Background: an optimization exercise with open tools, aiming at small area. Do not read the settings as production practice. At most, simulation tests tie the RTL to the original design; equivalence was not proved. Power figures rest on the tool's default switching activity, not on a simulated workload.

// SpaceInvaders
module SpaceInvaders (
  input clk,
  input reset,
  input btnLeftInput,
  input btnRightInput,
  input fire,
  output [7:0] rgb,
  output hSync,
  output vSync,
  output victory,
  output defeat
  );
For scale: ~810 cells after synthesis, ~100 flip-flops, ~17 I/O pins, ~7400 µm² of cells after synthesis.
==> flow/config.mk <==
export PLATFORM = sky130hd
export DESIGN_NAME = SpaceInvaders
export DESIGN_NICKNAME = SpaceInvaders
export VERILOG_FILES = /design/flow/design.v
export SDC_FILE = /design/flow/constraint.sdc
export NUM_CORES = 4
export LEC_CHECK = 0
export CAP_MARGIN = 20
export CORE_MARGIN = 2
export CORE_UTILIZATION = 40
export CTS_CLUSTER_DIAMETER = 200
export CTS_CLUSTER_SIZE = 50
export SLEW_MARGIN = 20
==> flow/constraint.sdc <==
create_clock -name core_clock -period 20.0 [get_ports {clk}]
set_input_delay 4.0000 -clock core_clock [delete_from_list [all_inputs] [get_ports {clk}]]
set_output_delay 4.0000 -clock core_clock [all_outputs]
set_load 0.01 [all_outputs]
run.sh (not shown) runs the stock make flow with config.mk's settings and CLKGATE_MAP_FILE= SYNTH_SCRIPT=/design/flow/synth_recipe.tcl, a recipe that flattens the netlist after the stock synthesis.
The baseline completed with no timing, DRC or antenna violations.
Rerun with:
--- a/flow/config.mk
+++ b/flow/config.mk
@@ -10,3 +10,2 @@
-export CORE_UTILIZATION = 40
-export CTS_CLUSTER_DIAMETER = 200
-export CTS_CLUSTER_SIZE = 50
+export CORE_UTILIZATION = 70
+export CTS_BUF_LIST = sky130_fd_sc_hd__clkbuf_8
=>
- The changed run completed with no timing, DRC or antenna violations
- register-to-register slack loses 0.095 ns
- wire length shrinks by 1.8%
- setup slack loses 0.095 ns
- synthesized cell count is unchanged
- sequential share of layout area went up by 0.86 points
- non-clock buffer count does not change
- maximum frequency goes down by 1.3%
Rerun with:
--- a/flow/config.mk
+++ b/flow/config.mk
@@ -10 +10 @@
-export CORE_UTILIZATION = 70
+export CORE_UTILIZATION = 40
Power rises by a few percent.
Fmax rises by a few percent.
Worst setup slack improves by 0.15 ns.
Synthesized area is unchanged.
Clock skew rises by 0.0079 ns.
Combinational power falls slightly.
Rerun with:
--- a/flow/config.mk
+++ b/flow/config.mk
@@ -10,2 +10 @@
-export CORE_UTILIZATION = 40
-export CTS_BUF_LIST = sky130_fd_sc_hd__clkbuf_8
+export CORE_UTILIZATION = 70
=> The changed run completed with no timing, DRC or antenna violations. Via count went up by 4.3%. Worst setup slack is worse by 0.14 ns. Non-clock buffer count is unchanged. Worst hold slack got worse by 0.0080 ns. Fmax fell by 1.9%. Global-route usage goes up by 14 points. Area after synthesis stays the same. Die area decreases by 42%. Wire length decreases by 2.1%. Total power goes down by 3.6%.
No run of this note included a check of the RTL's function; only the layout flow was run.

build 10:
Another version of the RTL of SpaceInvaders (not shown whole).
Size: ~730 cells after synthesis, about 93 flip-flops, ~6900 sq um of cells after synthesis.
export LEC_CHECK = 0
export CAP_MARGIN = 20
export CORE_MARGIN = 2
export CORE_UTILIZATION = 70
export CTS_BUF_LIST = sky130_fd_sc_hd__clkbuf_8
export SLEW_MARGIN = 20
create_clock -name core_clock -period 20.0 [get_ports {clk}]
standard.sh (not shown) runs the stock make flow with config.mk's settings and CLKGATE_MAP_FILE= SYNTH_SCRIPT=/design/flow/synth_recipe.tcl, a recipe that flattens the netlist after the stock synthesis.
==> flow/flow/run.sh <==
#!/bin/bash
bash standard.sh "BUFFER_PORTS_ARGS=-buffer_cell sky130_fd_sc_hd__buf_1" "CTS_ARGS=-sink_clustering_enable -repair_clock_nets -buf_list sky130_fd_sc_hd__clkbuf_16 -dont_use_dummy_load -sink_buffer_max_cap_derate 1.0 -sink_clustering_size 50 -sink_clustering_max_diameter 300" finish > standard.log 2>&1
Build 10 completed end to end with timing, DRC and antenna clean.
diff inputs: build 10 => build 74
==> flow/flow/run.sh <==
#!/bin/bash
bash standard.sh "BUFFER_PORTS_ARGS=-buffer_cell sky130_fd_sc_hd__buf_1" "CTS_ARGS=-sink_clustering_enable -repair_clock_nets -root_buf sky130_fd_sc_hd__clkbuf_8 -buf_list sky130_fd_sc_hd__clkbuf_4 -dont_use_dummy_load" finish > standard.log 2>&1
==> notes.md <==
The iteration-0 DRC count of the detailed router in build 74 sits about 6% below the value recorded for build 10.
Build 74 ends up with a core utilization of the finished layout that is 1.1 points lower than in build 10.
Filler cell count in the final layout: build 74 vs build 10 up 10
Comparing the two runs side by side, build 74 comes out ahead of build 10 on via count.
Area growth from synthesis to layout: higher on build 10
Max sequential share of layout area across build 74 and build 10: build 74
The inputs of build 58 differ from those of build 74 as listed below.
==> flow/flow/run.sh <==
#!/bin/bash
bash standard.sh "BUFFER_PORTS_ARGS=-buffer_cell sky130_fd_sc_hd__buf_1" "CTS_ARGS=-sink_clustering_enable -repair_clock_nets -root_buf sky130_fd_sc_hd__clkbuf_16 -buf_list sky130_fd_sc_hd__clkbuf_2 -dont_use_dummy_load" finish > standard.log 2>&1
==> comparison <==
Build 58: worst hold slack after final layout is 4.7 ps lower than what build 74 reported.
Looking at power across build 58 and build 74, the one that comes out higher is build 58.
Detailed-route wire length on metal 1 delta (build 58 -> build 74): insignificant
Inputs modified between build 58 and build 45:
==> flow/flow/run.sh <==
#!/bin/bash
set -euo pipefail
bash standard.sh \
  "BUFFER_PORTS_ARGS=-buffer_cell sky130_fd_sc_hd__buf_1" \
  "CTS_ARGS=-sink_clustering_enable -repair_clock_nets -buf_list sky130_fd_sc_hd__clkbuf_8 -dont_use_dummy_load" \
  finish > standard.log 2>&1
Relative to build 58, largest stage delay on the critical path decreased by 70 ps in build 45.
met1 routed wirelength after detailed routing across build 58 and build 45: no real change.
On arrival time of data at the critical path endpoint, the higher figure sits with build 58, not build 45.
Clock-buffer cell count: build 58 vs build 45, no meaningful difference
Clock slew seen by the registers of the worst setup and hold paths, build 58 and build 45: lower on build 58
Per the comparison of build 45 with build 58, slew of the pin with the lowest slew margin went down; aggregate routed wire length went down; total power went down.
Higher relative contribution of the clock network to total power goes to build 58 over build 45.

-- static timing again, ports no longer ideal --
How much do the figures lean on ideal ports? The routed layouts below were timed once more, with nothing changed but the port constraints.
Step 1 (the two cells are an assumption about what drives the block):
set clk [get_ports {clk}]
set_driving_cell -lib_cell sky130_fd_sc_hd__clkbuf_16 $clk
set_driving_cell -lib_cell sky130_fd_sc_hd__buf_2 [delete_from_list [all_inputs] $clk]
Step 2, shift: input delay + t, output delay - t, t = (earliest + latest rising clock arrival at the registers) / 2. This alone moves slack from input paths to output paths.
Slacks: no drivers / after step 1 / after step 2; pairs: no drivers / after step 1.
run | t, ns | setup WS [ns] | worst setup path after step 2
the first run of note 1 | 0.401 | 12.976 / 12.976 / 12.976 | register to register
the second run of note 1 | 0.423 | 12.881 / 12.881 / 12.881 | register to register
the third run of note 1 | 0.432 | 13.027 / 13.027 / 13.027 | register to register
the fourth run of note 1 | 0.422 | 12.890 / 12.890 / 12.890 | register to register
build 10 | 0.384 | 12.386 / 12.386 / 12.386 | register to register
build 74 | 0.406 | 12.521 / 12.521 / 12.521 | register to register
build 58 | 0.384 | 12.386 / 12.386 / 12.386 | register to register
build 45 | 0.406 | 12.521 / 12.521 / 12.521 | register to register
After both steps every run listed still meets setup and hold.
